What follows belongs to an exercise in optimizing a design on an open flow for small area; a production flow would make more cautious choices.
In this exercise RTL edits were held to simulation tests only and were not proved equivalent to the original.
Power is estimated from default activity; no workload was simulated.

==> inputs of 12-23 <==
## TL_UART
module TL_UART #(
    parameter [15:0] C_DEFAULT_BAUD_RATE = 16'd868,
    parameter C_DEFAULT_TX_ON = 1,
    parameter C_DEFAULT_RX_ON = 1,
    parameter C_TILELINK_ID_WIDTH = 1
) (
    input  wire                           uart_clock_i,
    input  wire                           uart_reset_i,
    input  wire [                    2:0] uart_a_opcode,
    input  wire [                    2:0] uart_a_param,
    input  wire [                    2:0] uart_a_size,
    input  wire [C_TILELINK_ID_WIDTH-1:0] uart_a_source,
    input  wire [                   11:0] uart_a_address,
    input  wire [                    3:0] uart_a_mask,
    input  wire [                   31:0] uart_a_data,
    input  wire                           uart_a_corrupt,
    input  wire                           uart_a_valid,
    output wire                           uart_a_ready,
    output wire [                    2:0] uart_d_opcode,
    output wire [                    1:0] uart_d_param,
    output wire [                    2:0] uart_d_size,
    output wire [C_TILELINK_ID_WIDTH-1:0] uart_d_source,
    output wire                           uart_d_denied,
    output wire [                   31:0] uart_d_data,
    output wire                           uart_d_corrupt,
    output wire                           uart_d_valid,
    input  wire                           uart_d_ready,
    input  wire                           UART_RX,
    output wire                           UART_TX,
    output wire                           UART_RX_IRQ,
    output wire                           UART_TX_IRQ
);
Settings: LEC_CHECK=0, ABC_AREA=1, CAP_MARGIN=20, CORE_MARGIN=2, CORE_UTILIZATION=65, PLACE_DENSITY=0.75, SLEW_MARGIN=20; clock period 8.0 ns.
standard.sh (not shown) runs the stock make flow with config.mk's settings and CLKGATE_MAP_FILE= SYNTH_SCRIPT=/design/flow/synth_recipe.tcl, a recipe that flattens the netlist after the stock synthesis.
==> flow/flow/run.sh <==
#!/bin/bash
# Own layout flow: the standard ORFS flow with four changes.
#  1. Synthesis maps logic with an area-oriented ABC script (flow/abc_area.script,
#     selected by ABC_AREA=1 in config.mk). Everything before ABC, including
#     flip-flop mapping and register names, is the standard synthesis.
#  2. CTS without dummy loads, with clkbuf_4 buffers and small sink clusters.
#  3. Port buffers use sky130_fd_sc_hd__buf_1.
#  4. Global placement keeps timing-driven net weights but drops the buffers
#     its virtual repair would insert (the design has ample setup slack).
set -euo pipefail
W="$(cd "$(dirname "${BASH_SOURCE[0]}")/.." && pwd)"
cd "$W"

# ORFS scripts with only the ABC area script replaced, for synthesis
rm -rf "$W/synth_scripts"
cp -r "$FLOW_HOME/scripts" "$W/synth_scripts"
cp "$W/flow/abc_area.script" "$W/synth_scripts/abc_area.script"
SCRIPTS_DIR="$W/synth_scripts" bash standard.sh synth > "$W/synth.log" 2>&1

export CTS_ARGS="-sink_clustering_enable -repair_clock_nets -dont_use_dummy_load -sink_clustering_size 10 -sink_clustering_max_diameter 40 -buf_list sky130_fd_sc_hd__clkbuf_4"
export BUFFER_PORTS_ARGS="-buffer_cell sky130_fd_sc_hd__buf_1"
export GPL_KEEP_OVERFLOW=0
bash standard.sh > "$W/layout.log" 2>&1
==> flow/flow/abc_area.script <==
&get -n
&st
&deepsyn -T 150 -S 7
&deepsyn -T 150 -S 3
&dch -f
&nf -p -R 1000 -F 10 -A 10 -C 32
&put
topo
==> 01-06: changes against 12-23 <==
--- a/flow/design.v
+++ b/flow/design.v
@@ -1,151 +1,123 @@
-module fifo_tx (
+module fifo_sync (
     input  wire       clk_i,
     input  wire       reset_i,
     input  wire       wr_en_i,
     input  wire [7:0] wr_data_i,
     output wire       full_o,
     input  wire       rd_i,
     output wire [7:0] rd_data_o,
     output wire       empty_o,
     input  wire [4:0] threshold_i,
     output wire       threshold_o
 );
-  reg [7:0] ring[0:31];
-  reg [5:0] cnt_q;   
-  reg ring_has_q;   
-  reg [4:0] head_q;   
-  reg [4:0] tgt_q;   
-  reg [7:0] dl[0:2];   
-  reg [2:0] dv_q;   
+  reg [7:0] mem[0:31];
+  reg [5:0] cnt_q;
   wire push = wr_en_i & ~cnt_q[5];
   wire pop = rd_i & ~empty_o;
-  assign full_o = cnt_q[5];
+  assign full_o  = cnt_q[5];
   assign empty_o = (cnt_q == 6'd0);
   assign threshold_o = cnt_q[4:0] > threshold_i;
   always_ff @(posedge clk_i)
     if (reset_i) cnt_q <= 6'd0;
     else if (push & ~pop) cnt_q <= cnt_q + 6'd1;
     else if (pop & ~push) cnt_q <= cnt_q - 6'd1;
-  wire ring_has = ring_has_q;
-  wire pop_ring = pop & ring_has;
-  wire pop_dl = pop & ~ring_has;
-  wire [1:0] old_idx = dv_q[2] ? 2'd2 : dv_q[1] ? 2'd1 : 2'd0;
-  wire dl_has = |dv_q;
-  wire [7:0] dl_old = dl[old_idx];
-  wire aligned = ~ring_has | (tgt_q[1:0] == 2'b00);
-  wire ins = aligned & (dl_has | push) & ~pop_dl;
-  wire direct = ins & ~dl_has;
-  wire [7:0] ins_data = dl_has ? dl_old : wr_data_i;
-  wire [2:0] ins_pt = ring_has ? tgt_q[4:2] : 3'd0;
-  wire take = (ins & dl_has) | pop_dl;
-  always_ff @(posedge clk_i)
-    if (reset_i) ring_has_q <= 1'b0;
-    else ring_has_q <= ins | (ring_has & ~(pop_ring & (head_q == tgt_q)));
+  integer i;
   always_ff @(posedge clk_i)
-    if (!ring_has) begin
-      head_q <= 5'd0;
-      tgt_q  <= 5'd0;
-    end else begin
-      if (!pop_ring) head_q <= head_q + 5'd1;
-      if (!ins) tgt_q <= tgt_q + 5'd1;
+    if (push) begin
+      mem[0] <= wr_data_i;
+      for (i = 1; i < 32; i = i + 1) mem[i] <= mem[i-1];
     end
-  always_ff @(posedge clk_i)
-    if (reset_i) dv_q <= 3'd0;
-    else begin
-      dv_q[0] <= push & ~direct;
-      dv_q[1] <= dv_q[0] & ~(take & (old_idx == 2'd0));
-      dv_q[2] <= dv_q[1] & ~(take & (old_idx == 2'd1));
+  wire [7:0] rot[0:31];
+  genvar g;
+  generate
+    for (g = 0; g < 32; g = g + 1) begin : g_rot
+      assign rot[g] = mem[(g+31)%32];
     end
-  always_ff @(posedge clk_i) begin
-    dl[0] <= wr_data_i;
-    dl[1] <= dl[0];
-    dl[2] <= dl[1];
-  end
-  integer p;
-  always_ff @(posedge clk_i)
-    for (p = 0; p < 32; p = p + 1)
-      if (p % 4 == 0 && ins && ins_pt == p / 4) ring[p] <= ins_data;
-      else ring[p] <= ring[(p+31)%32];
-  wire [3:0] dlo = 4'b1 << head_q[2:1];
-  wire [3:0] dhi = 4'b1 << head_q[4:3];
-  reg [7:0] rh;
+  endgenerate
+  wire [3:0] dlo = 4'b1 << cnt_q[1:0];
+  wire [7:0] dhi = 8'b1 << cnt_q[4:2];
+  reg [7:0] rd;
   integer k;
   always_comb begin
-    rh = 8'd0;
-    for (k = 0; k < 16; k = k + 1) rh = rh | (ring[2*k] & {8{dlo[k%4] & dhi[k/4]}});
+    rd = 8'd0;
+    for (k = 0; k < 32; k = k + 1) rd = rd | (rot[k] & {8{dlo[k%4] & dhi[k/4]}});
   end
-  reg [7:0] hb_q;
-  always_ff @(posedge clk_i)
-    if (ring_has ? ~head_q[0] : dl_has) hb_q <= ring_has ? rh : dl_old;
-  assign rd_data_o = hb_q;
+  assign rd_data_o = rd;
 endmodule
-module fifo_rx (
+module fifo_ring (
     input  wire       clk_i,
     input  wire       reset_i,
     input  wire       wr_en_i,
     input  wire [7:0] wr_data_i,
     output wire       full_o,
     input  wire       rd_i,
     output wire [7:0] rd_data_o,
     output wire       empty_o,
     input  wire [4:0] threshold_i,
     output wire       threshold_o
 );
   reg [7:0] ring[0:31];
-  reg [5:0] cnt_q;   
-  reg pend_q;   
-  reg ring_has_q;   
+  reg [5:0] rcnt_q;   
   reg [4:0] head_q;   
-  reg [4:0] tgt_q;   
-  wire push = wr_en_i & ~cnt_q[5];
+  reg [7:0] stg[0:2];   
+  reg [1:0] scnt_q;   
+  wire [5:0] total = rcnt_q + {4'd0, scnt_q};
+  assign full_o = total[5];
+  assign empty_o = total == 6'd0;
+  assign threshold_o = total[4:0] > threshold_i;
+  wire push = wr_en_i & ~full_o;
   wire pop = rd_i & ~empty_o;
-  assign full_o = cnt_q[5];
-  assign empty_o = (cnt_q == 6'd0);
-  assign threshold_o = cnt_q[4:0] > threshold_i;
-  always_ff @(posedge clk_i)
-    if (reset_i) cnt_q <= 6'd0;
-    else if (push & ~pop) cnt_q <= cnt_q + 6'd1;
-    else if (pop & ~push) cnt_q <= cnt_q - 6'd1;
-  wire ring_has = ring_has_q;
+  wire ring_has = rcnt_q != 6'd0;
+  wire stg_has = scnt_q != 2'd0;
   wire pop_ring = pop & ring_has;
-  wire pop_pend = pop & ~ring_has;
-  wire aligned = ~ring_has | (tgt_q[1:0] == 2'b00);
-  wire ins = aligned & (pend_q | push) & ~pop_pend;
-  wire [2:0] ins_pt = ring_has ? tgt_q[4:2] : 3'd0;
-  always_ff @(posedge clk_i)
-    if (reset_i) pend_q <= 1'b0;
-    else pend_q <= (pend_q | push) & ~ins & ~pop_pend;
-  always_ff @(posedge clk_i)
-    if (reset_i) ring_has_q <= 1'b0;
-    else ring_has_q <= ins | (ring_has & ~(pop_ring & (head_q == tgt_q)));
-  always_ff @(posedge clk_i)
-    if (!ring_has) begin
-      head_q <= 5'd0;
-      tgt_q  <= 5'd0;
+  wire pop_stg = pop & ~ring_has;
+  wire aligned = ~ring_has | (head_q == rcnt_q[4:0]);
+  wire ins = aligned & ~pop_stg & (stg_has | push);
+  reg [7:0] stg_old;
+  always_comb
+    case (scnt_q)
+      2'd2: stg_old = stg[1];
+      2'd3: stg_old = stg[2];
+      default: stg_old = stg[0];
+    endcase
+  wire [7:0] ins_data = stg_has ? stg_old : wr_data_i;
+  wire stg_in = push & ~(ins & ~stg_has);
+  wire stg_out = pop_stg | (ins & stg_has);
+  always_ff @(posedge clk_i)
+    if (reset_i) begin
+      rcnt_q <= 6'd0;
+      scnt_q <= 2'd0;
     end else begin
-      if (!pop_ring) head_q <= head_q + 5'd1;
-      if (!ins) tgt_q <= tgt_q + 5'd1;
+      rcnt_q <= rcnt_q + {5'd0, ins} - {5'd0, pop_ring};
+      scnt_q <= scnt_q + {1'b0, stg_in} - {1'b0, stg_out};
     end
-  integer p;
   always_ff @(posedge clk_i)
-    for (p = 0; p < 32; p = p + 1)
-      if (p % 4 == 0 && ins && ins_pt == p / 4) ring[p] <= wr_data_i;
-      else ring[p] <= ring[(p+31)%32];
-  wire [3:0] dlo = 4'b1 << head_q[2:1];
-  wire [3:0] dhi = 4'b1 << head_q[4:3];
-  reg [7:0] tap;   
+    if (!ring_has) head_q <= 5'd1;
+    else if (!pop_ring) head_q <= head_q + 5'd1;
+  always_ff @(posedge clk_i)
+    if (stg_in) begin
+      stg[0] <= wr_data_i;
+      stg[1] <= stg[0];
+      stg[2] <= stg[1];
+    end
+  integer i;
+  always_ff @(posedge clk_i) begin
+    ring[0] <= ins ? ins_data : ring[31];
+    for (i = 1; i < 32; i = i + 1) ring[i] <= ring[i-1];
+  end
+  wire [3:0] dlo = 4'b1 << head_q[1:0];
+  wire [7:0] dhi = 8'b1 << head_q[4:2];
+  reg [7:0] rh;
   integer k;
   always_comb begin
-    tap = 8'd0;
-    for (k = 0; k < 16; k = k + 1) tap = tap | (ring[2*k] & {8{dlo[k%4] & dhi[k/4]}});
+    rh = 8'd0;
+    for (k = 0; k < 32; k = k + 1) rh = rh | (ring[(k+31)%32] & {8{dlo[k%4] & dhi[k/4]}});
   end
-  reg [7:0] hc_q;
-  always_ff @(posedge clk_i) if (pop_ring == head_q[0]) hc_q <= tap;
-  assign rd_data_o = ring_has ? (head_q[0] ? hc_q : tap) : wr_data_i;
+  assign rd_data_o = ring_has ? rh : stg_old;
 endmodule
 module tl_skdbf #(
     parameter DW = 8
 ) (
     input  wire          clk_i,
     input  wire          rst_i,
     input  wire          combinational_ready_i,
@@ -396,27 +368,27 @@
   assign uart_d_opcode = {2'd0, d_ret_q};
   assign uart_d_param = 2'd0;
   assign uart_d_size = d_size_q;
   assign uart_d_source = d_source_q;
   assign uart_d_denied = 1'b0;
   assign uart_d_data = {16'd0, d_data_q};
   assign uart_d_corrupt = 1'b0;
-  fifo_rx rx_fifo_inst (
+  fifo_ring rx_fifo_inst (
       .clk_i(uart_clock_i),
       .reset_i(uart_reset_i),
       .wr_en_i(rx_en_q & rx_push),
       .wr_data_i(rx_char),
       .full_o(rx_full),
       .rd_i(r_fifo),
       .rd_data_o(rx_head),
       .empty_o(rx_empty),
       .threshold_i(rx_wm_q),
       .threshold_o(rx_thr)
   );
-  fifo_tx tx_fifo_inst (
+  fifo_sync tx_fifo_inst (
       .clk_i(uart_clock_i),
       .reset_i(uart_reset_i),
       .wr_en_i(w_fifo),
       .wr_data_i(q_data[7:0]),
       .full_o(tx_full),
       .rd_i(tx_pop),
       .rd_data_o(tx_head),
==> flow/flow/run.sh (replaced) <==
#!/bin/bash
# Own layout flow: the standard ORFS flow with three changes.
#  1. Synthesis maps logic with an area-oriented ABC script (flow/abc_area.script,
#     selected by ABC_AREA=1 in config.mk). Everything before ABC, including
#     flip-flop mapping and register names, is the standard synthesis.
#  2. CTS without dummy loads and with larger sink clusters.
#  3. Port buffers use sky130_fd_sc_hd__buf_1.
set -euo pipefail
W="$(cd "$(dirname "${BASH_SOURCE[0]}")/.." && pwd)"
cd "$W"

# ORFS scripts with only the ABC area script replaced, for synthesis
rm -rf "$W/synth_scripts"
cp -r "$FLOW_HOME/scripts" "$W/synth_scripts"
cp "$W/flow/abc_area.script" "$W/synth_scripts/abc_area.script"
SCRIPTS_DIR="$W/synth_scripts" bash standard.sh synth > "$W/synth.log" 2>&1

export CTS_ARGS="-sink_clustering_enable -repair_clock_nets -dont_use_dummy_load -sink_clustering_size 8 -sink_clustering_max_diameter 40 -buf_list sky130_fd_sc_hd__clkbuf_4"
export BUFFER_PORTS_ARGS="-buffer_cell sky130_fd_sc_hd__buf_1"
bash standard.sh > "$W/layout.log" 2>&1
==> flow/flow/abc_area.script (replaced) <==
&get -n
&st
&syn2
&dch -f
&nf -p -R 1000
&put
topo
==> 05-21: changes against 12-23 <==
--- a/flow/design.v
+++ b/flow/design.v
@@ -1,151 +1,44 @@
-module fifo_tx (
+module fifo_sync (
     input  wire       clk_i,
     input  wire       reset_i,
     input  wire       wr_en_i,
     input  wire [7:0] wr_data_i,
     output wire       full_o,
     input  wire       rd_i,
     output wire [7:0] rd_data_o,
     output wire       empty_o,
     input  wire [4:0] threshold_i,
     output wire       threshold_o
 );
-  reg [7:0] ring[0:31];
-  reg [5:0] cnt_q;   
-  reg ring_has_q;   
-  reg [4:0] head_q;   
-  reg [4:0] tgt_q;   
-  reg [7:0] dl[0:2];   
-  reg [2:0] dv_q;   
+  reg [7:0] mem[0:31];
+  reg [5:0] cnt_q;
   wire push = wr_en_i & ~cnt_q[5];
   wire pop = rd_i & ~empty_o;
-  assign full_o = cnt_q[5];
+  assign full_o  = cnt_q[5];
   assign empty_o = (cnt_q == 6'd0);
   assign threshold_o = cnt_q[4:0] > threshold_i;
   always_ff @(posedge clk_i)
     if (reset_i) cnt_q <= 6'd0;
     else if (push & ~pop) cnt_q <= cnt_q + 6'd1;
     else if (pop & ~push) cnt_q <= cnt_q - 6'd1;
-  wire ring_has = ring_has_q;
-  wire pop_ring = pop & ring_has;
-  wire pop_dl = pop & ~ring_has;
-  wire [1:0] old_idx = dv_q[2] ? 2'd2 : dv_q[1] ? 2'd1 : 2'd0;
-  wire dl_has = |dv_q;
-  wire [7:0] dl_old = dl[old_idx];
-  wire aligned = ~ring_has | (tgt_q[1:0] == 2'b00);
-  wire ins = aligned & (dl_has | push) & ~pop_dl;
-  wire direct = ins & ~dl_has;
-  wire [7:0] ins_data = dl_has ? dl_old : wr_data_i;
-  wire [2:0] ins_pt = ring_has ? tgt_q[4:2] : 3'd0;
-  wire take = (ins & dl_has) | pop_dl;
+  integer i;
   always_ff @(posedge clk_i)
-    if (reset_i) ring_has_q <= 1'b0;
-    else ring_has_q <= ins | (ring_has & ~(pop_ring & (head_q == tgt_q)));
-  always_ff @(posedge clk_i)
-    if (!ring_has) begin
-      head_q <= 5'd0;
-      tgt_q  <= 5'd0;
-    end else begin
-      if (!pop_ring) head_q <= head_q + 5'd1;
-      if (!ins) tgt_q <= tgt_q + 5'd1;
+    if (push) begin
+      mem[0] <= wr_data_i;
+      for (i = 1; i < 32; i = i + 1) mem[i] <= mem[i-1];
     end
-  always_ff @(posedge clk_i)
-    if (reset_i) dv_q <= 3'd0;
-    else begin
-      dv_q[0] <= push & ~direct;
-      dv_q[1] <= dv_q[0] & ~(take & (old_idx == 2'd0));
-      dv_q[2] <= dv_q[1] & ~(take & (old_idx == 2'd1));
+  wire [7:0] rot[0:31];
+  genvar g;
+  generate
+    for (g = 0; g < 32; g = g + 1) begin : g_rot
+      assign rot[g] = mem[(g+31)%32];
     end
-  always_ff @(posedge clk_i) begin
-    dl[0] <= wr_data_i;
-    dl[1] <= dl[0];
-    dl[2] <= dl[1];
-  end
-  integer p;
-  always_ff @(posedge clk_i)
-    for (p = 0; p < 32; p = p + 1)
-      if (p % 4 == 0 && ins && ins_pt == p / 4) ring[p] <= ins_data;
-      else ring[p] <= ring[(p+31)%32];
-  wire [3:0] dlo = 4'b1 << head_q[2:1];
-  wire [3:0] dhi = 4'b1 << head_q[4:3];
-  reg [7:0] rh;
-  integer k;
-  always_comb begin
-    rh = 8'd0;
-    for (k = 0; k < 16; k = k + 1) rh = rh | (ring[2*k] & {8{dlo[k%4] & dhi[k/4]}});
-  end
-  reg [7:0] hb_q;
-  always_ff @(posedge clk_i)
-    if (ring_has ? ~head_q[0] : dl_has) hb_q <= ring_has ? rh : dl_old;
-  assign rd_data_o = hb_q;
-endmodule
-module fifo_rx (
-    input  wire       clk_i,
-    input  wire       reset_i,
-    input  wire       wr_en_i,
-    input  wire [7:0] wr_data_i,
-    output wire       full_o,
-    input  wire       rd_i,
-    output wire [7:0] rd_data_o,
-    output wire       empty_o,
-    input  wire [4:0] threshold_i,
-    output wire       threshold_o
-);
-  reg [7:0] ring[0:31];
-  reg [5:0] cnt_q;   
-  reg pend_q;   
-  reg ring_has_q;   
-  reg [4:0] head_q;   
-  reg [4:0] tgt_q;   
-  wire push = wr_en_i & ~cnt_q[5];
-  wire pop = rd_i & ~empty_o;
-  assign full_o = cnt_q[5];
-  assign empty_o = (cnt_q == 6'd0);
-  assign threshold_o = cnt_q[4:0] > threshold_i;
-  always_ff @(posedge clk_i)
-    if (reset_i) cnt_q <= 6'd0;
-    else if (push & ~pop) cnt_q <= cnt_q + 6'd1;
-    else if (pop & ~push) cnt_q <= cnt_q - 6'd1;
-  wire ring_has = ring_has_q;
-  wire pop_ring = pop & ring_has;
-  wire pop_pend = pop & ~ring_has;
-  wire aligned = ~ring_has | (tgt_q[1:0] == 2'b00);
-  wire ins = aligned & (pend_q | push) & ~pop_pend;
-  wire [2:0] ins_pt = ring_has ? tgt_q[4:2] : 3'd0;
-  always_ff @(posedge clk_i)
-    if (reset_i) pend_q <= 1'b0;
-    else pend_q <= (pend_q | push) & ~ins & ~pop_pend;
-  always_ff @(posedge clk_i)
-    if (reset_i) ring_has_q <= 1'b0;
-    else ring_has_q <= ins | (ring_has & ~(pop_ring & (head_q == tgt_q)));
-  always_ff @(posedge clk_i)
-    if (!ring_has) begin
-      head_q <= 5'd0;
-      tgt_q  <= 5'd0;
-    end else begin
-      if (!pop_ring) head_q <= head_q + 5'd1;
-      if (!ins) tgt_q <= tgt_q + 5'd1;
-    end
-  integer p;
-  always_ff @(posedge clk_i)
-    for (p = 0; p < 32; p = p + 1)
-      if (p % 4 == 0 && ins && ins_pt == p / 4) ring[p] <= wr_data_i;
-      else ring[p] <= ring[(p+31)%32];
-  wire [3:0] dlo = 4'b1 << head_q[2:1];
-  wire [3:0] dhi = 4'b1 << head_q[4:3];
-  reg [7:0] tap;   
-  integer k;
-  always_comb begin
-    tap = 8'd0;
-    for (k = 0; k < 16; k = k + 1) tap = tap | (ring[2*k] & {8{dlo[k%4] & dhi[k/4]}});
-  end
-  reg [7:0] hc_q;
-  always_ff @(posedge clk_i) if (pop_ring == head_q[0]) hc_q <= tap;
-  assign rd_data_o = ring_has ? (head_q[0] ? hc_q : tap) : wr_data_i;
+  endgenerate
+  assign rd_data_o = rot[cnt_q[4:0]];
 endmodule
 module tl_skdbf #(
     parameter DW = 8
 ) (
     input  wire          clk_i,
     input  wire          rst_i,
     input  wire          combinational_ready_i,
@@ -396,27 +289,27 @@
   assign uart_d_opcode = {2'd0, d_ret_q};
   assign uart_d_param = 2'd0;
   assign uart_d_size = d_size_q;
   assign uart_d_source = d_source_q;
   assign uart_d_denied = 1'b0;
   assign uart_d_data = {16'd0, d_data_q};
   assign uart_d_corrupt = 1'b0;
-  fifo_rx rx_fifo_inst (
+  fifo_sync rx_fifo_inst (
       .clk_i(uart_clock_i),
       .reset_i(uart_reset_i),
       .wr_en_i(rx_en_q & rx_push),
       .wr_data_i(rx_char),
       .full_o(rx_full),
       .rd_i(r_fifo),
       .rd_data_o(rx_head),
       .empty_o(rx_empty),
       .threshold_i(rx_wm_q),
       .threshold_o(rx_thr)
   );
-  fifo_tx tx_fifo_inst (
+  fifo_sync tx_fifo_inst (
       .clk_i(uart_clock_i),
       .reset_i(uart_reset_i),
       .wr_en_i(w_fifo),
       .wr_data_i(q_data[7:0]),
       .full_o(tx_full),
       .rd_i(tx_pop),
       .rd_data_o(tx_head),
==> flow/flow/run.sh (replaced) <==
#!/bin/bash
# Own layout flow: the standard ORFS flow with three changes.
#  1. Synthesis maps logic with an area-oriented ABC script (flow/abc_area.script,
#     selected by ABC_AREA=1 in config.mk). Everything before ABC, including
#     flip-flop mapping and register names, is the standard synthesis.
#  2. CTS without dummy loads and with larger sink clusters.
#  3. Port buffers use sky130_fd_sc_hd__buf_1.
set -euo pipefail
W="$(cd "$(dirname "${BASH_SOURCE[0]}")/.." && pwd)"
cd "$W"

# ORFS scripts with only the ABC area script replaced, for synthesis
rm -rf "$W/synth_scripts"
cp -r "$FLOW_HOME/scripts" "$W/synth_scripts"
cp "$W/flow/abc_area.script" "$W/synth_scripts/abc_area.script"
SCRIPTS_DIR="$W/synth_scripts" bash standard.sh synth > "$W/synth.log" 2>&1

export CTS_ARGS="-sink_clustering_enable -repair_clock_nets -dont_use_dummy_load -sink_clustering_size 25 -sink_clustering_max_diameter 70"
export BUFFER_PORTS_ARGS="-buffer_cell sky130_fd_sc_hd__buf_1"
bash standard.sh > "$W/layout.log" 2>&1
==> flow/flow/abc_area.script (replaced) <==
&get -n
&st
&syn2
&dch -f
&nf -p -R 1000
&put
topo
==> results.txt <==
| metric | 05-21 | 01-06 | 12-23 |
|---|---|---|---|
| Drt via density | 6.697 | 6.521 | 6.095 |
| Distinct cells, synth | 44 | 43 | 55 |
| Final Instance Area | 26990 um2 | 25830 um2 | 23830 um2 |
| Least setup slack across all paths after layout | 3044 ps | 2514 ps | 3413 ps |
| Startpoint Class | input pin | flop | input pin |
| Origin of the worst min-delay path | uart_reciever.rx_byte_q[0]$_DFFE_PP_ | rx_fifo_inst.ring[20][4]$_DFF_P_ | rx_fifo_inst.ring[29][3]$_DFF_P_ |
| Adder and majority cell fraction of the synthesized area | 1.508% | 2.279% | 1.986% |
| Utilization after layout | 71.33% | 70.71% | 71.08% |
| Multi-Input Combinational | 946 | 1039 | 1017 |
| Count of cell instances traversed by the critical path | 7 | 20 | 19 |
| Layout non-clock buf frac | 1.581% | 1.725% | 1.764% |
| Pin slew with the least headroom to its limit | 1209 ps | 1273 ps | 1162 ps |
| Shortest period the worst path allows | 4957 ps | 5486 ps | 4587 ps |
| Relative contribution of the clock network to total power | 32.0% | 24.6% | 29.3% |
| Result of the run | complete, no violations | complete, no violations | complete, no violations |
| Cell Count Post-Placement | 2229 | 2331 | 2331 |
| Share of the final layout cell area in sequential cells | 70.08% | 66.66% | 64.09% |
| Worst-case hold path end point | rx_fifo_inst.mem[0][0]$_DFFE_PP_ | rx_fifo_inst.ring[21][4]$_DFF_P_ | rx_fifo_inst.ring[30][3]$_DFF_P_ |
| Proportion of cell area occupied by multi-input gates | 22.38% | 25.82% | 28.19% |
| Routed met1 length | 22520 um | 23470 um | 22050 um |
| Global placer's final weighted congestion | 0.8727 | 0.8796 | 0.8419 |
| Worst reg-to-reg setup slack | 3450 ps | 2510 ps | 3960 ps |
| Startpoint of the worst setup timing path | uart_d_ready | rx_fifo_inst.scnt_q[0]$_SDFF_PP0_ | uart_a_address[7] |
| Count of inserted tapcells | 511 | 468 | 448 |
| Maximum single-stage delay on the critical path | 860 ps | 850 ps | 470 ps |
| Setup slack after placement | 2497 ps | 2129 ps | 2728 ps |

==> afterwards: timing with drivers on the ports <==
How much do the figures lean on ideal ports? The routed layouts below were timed once more, with nothing changed but the port constraints.
Step 1, drivers: a clkbuf_16 drives uart_clock_i and a buf_2 each remaining input, both assumed.
Step 2 adds t to the input delays and takes it off the output delays; t is the mean of the earliest and latest rising clock arrival at the registers after step 1. Input paths then give back, and output paths get back, about the clock's delay inside the block.
a / b / c = no drivers / after step 1 / after step 2; a / b = the first two.
run | shift t [ns] | setup WS [ns] | hold WS [ns] | clock arrival spread, ns
12-23 | 0.817 | 3.413 / 3.444 / 2.627 | 0.298 / 0.298 / 0.298 | 0.087 / 0.086
01-06 | 0.880 | 2.514 / 2.514 / 1.991 | 0.252 / 0.252 / 0.252 | 0.112 / 0.112
05-21 | 0.617 | 3.043 / 3.059 / 2.442 | 0.429 / 0.429 / 0.429 | 0.052 / 0.052
After both steps every run listed still meets setup and hold. For 12-23, which loses most, drivers alone change the setup slack by +0.031 ns; drivers and shift together by -0.786 ns.
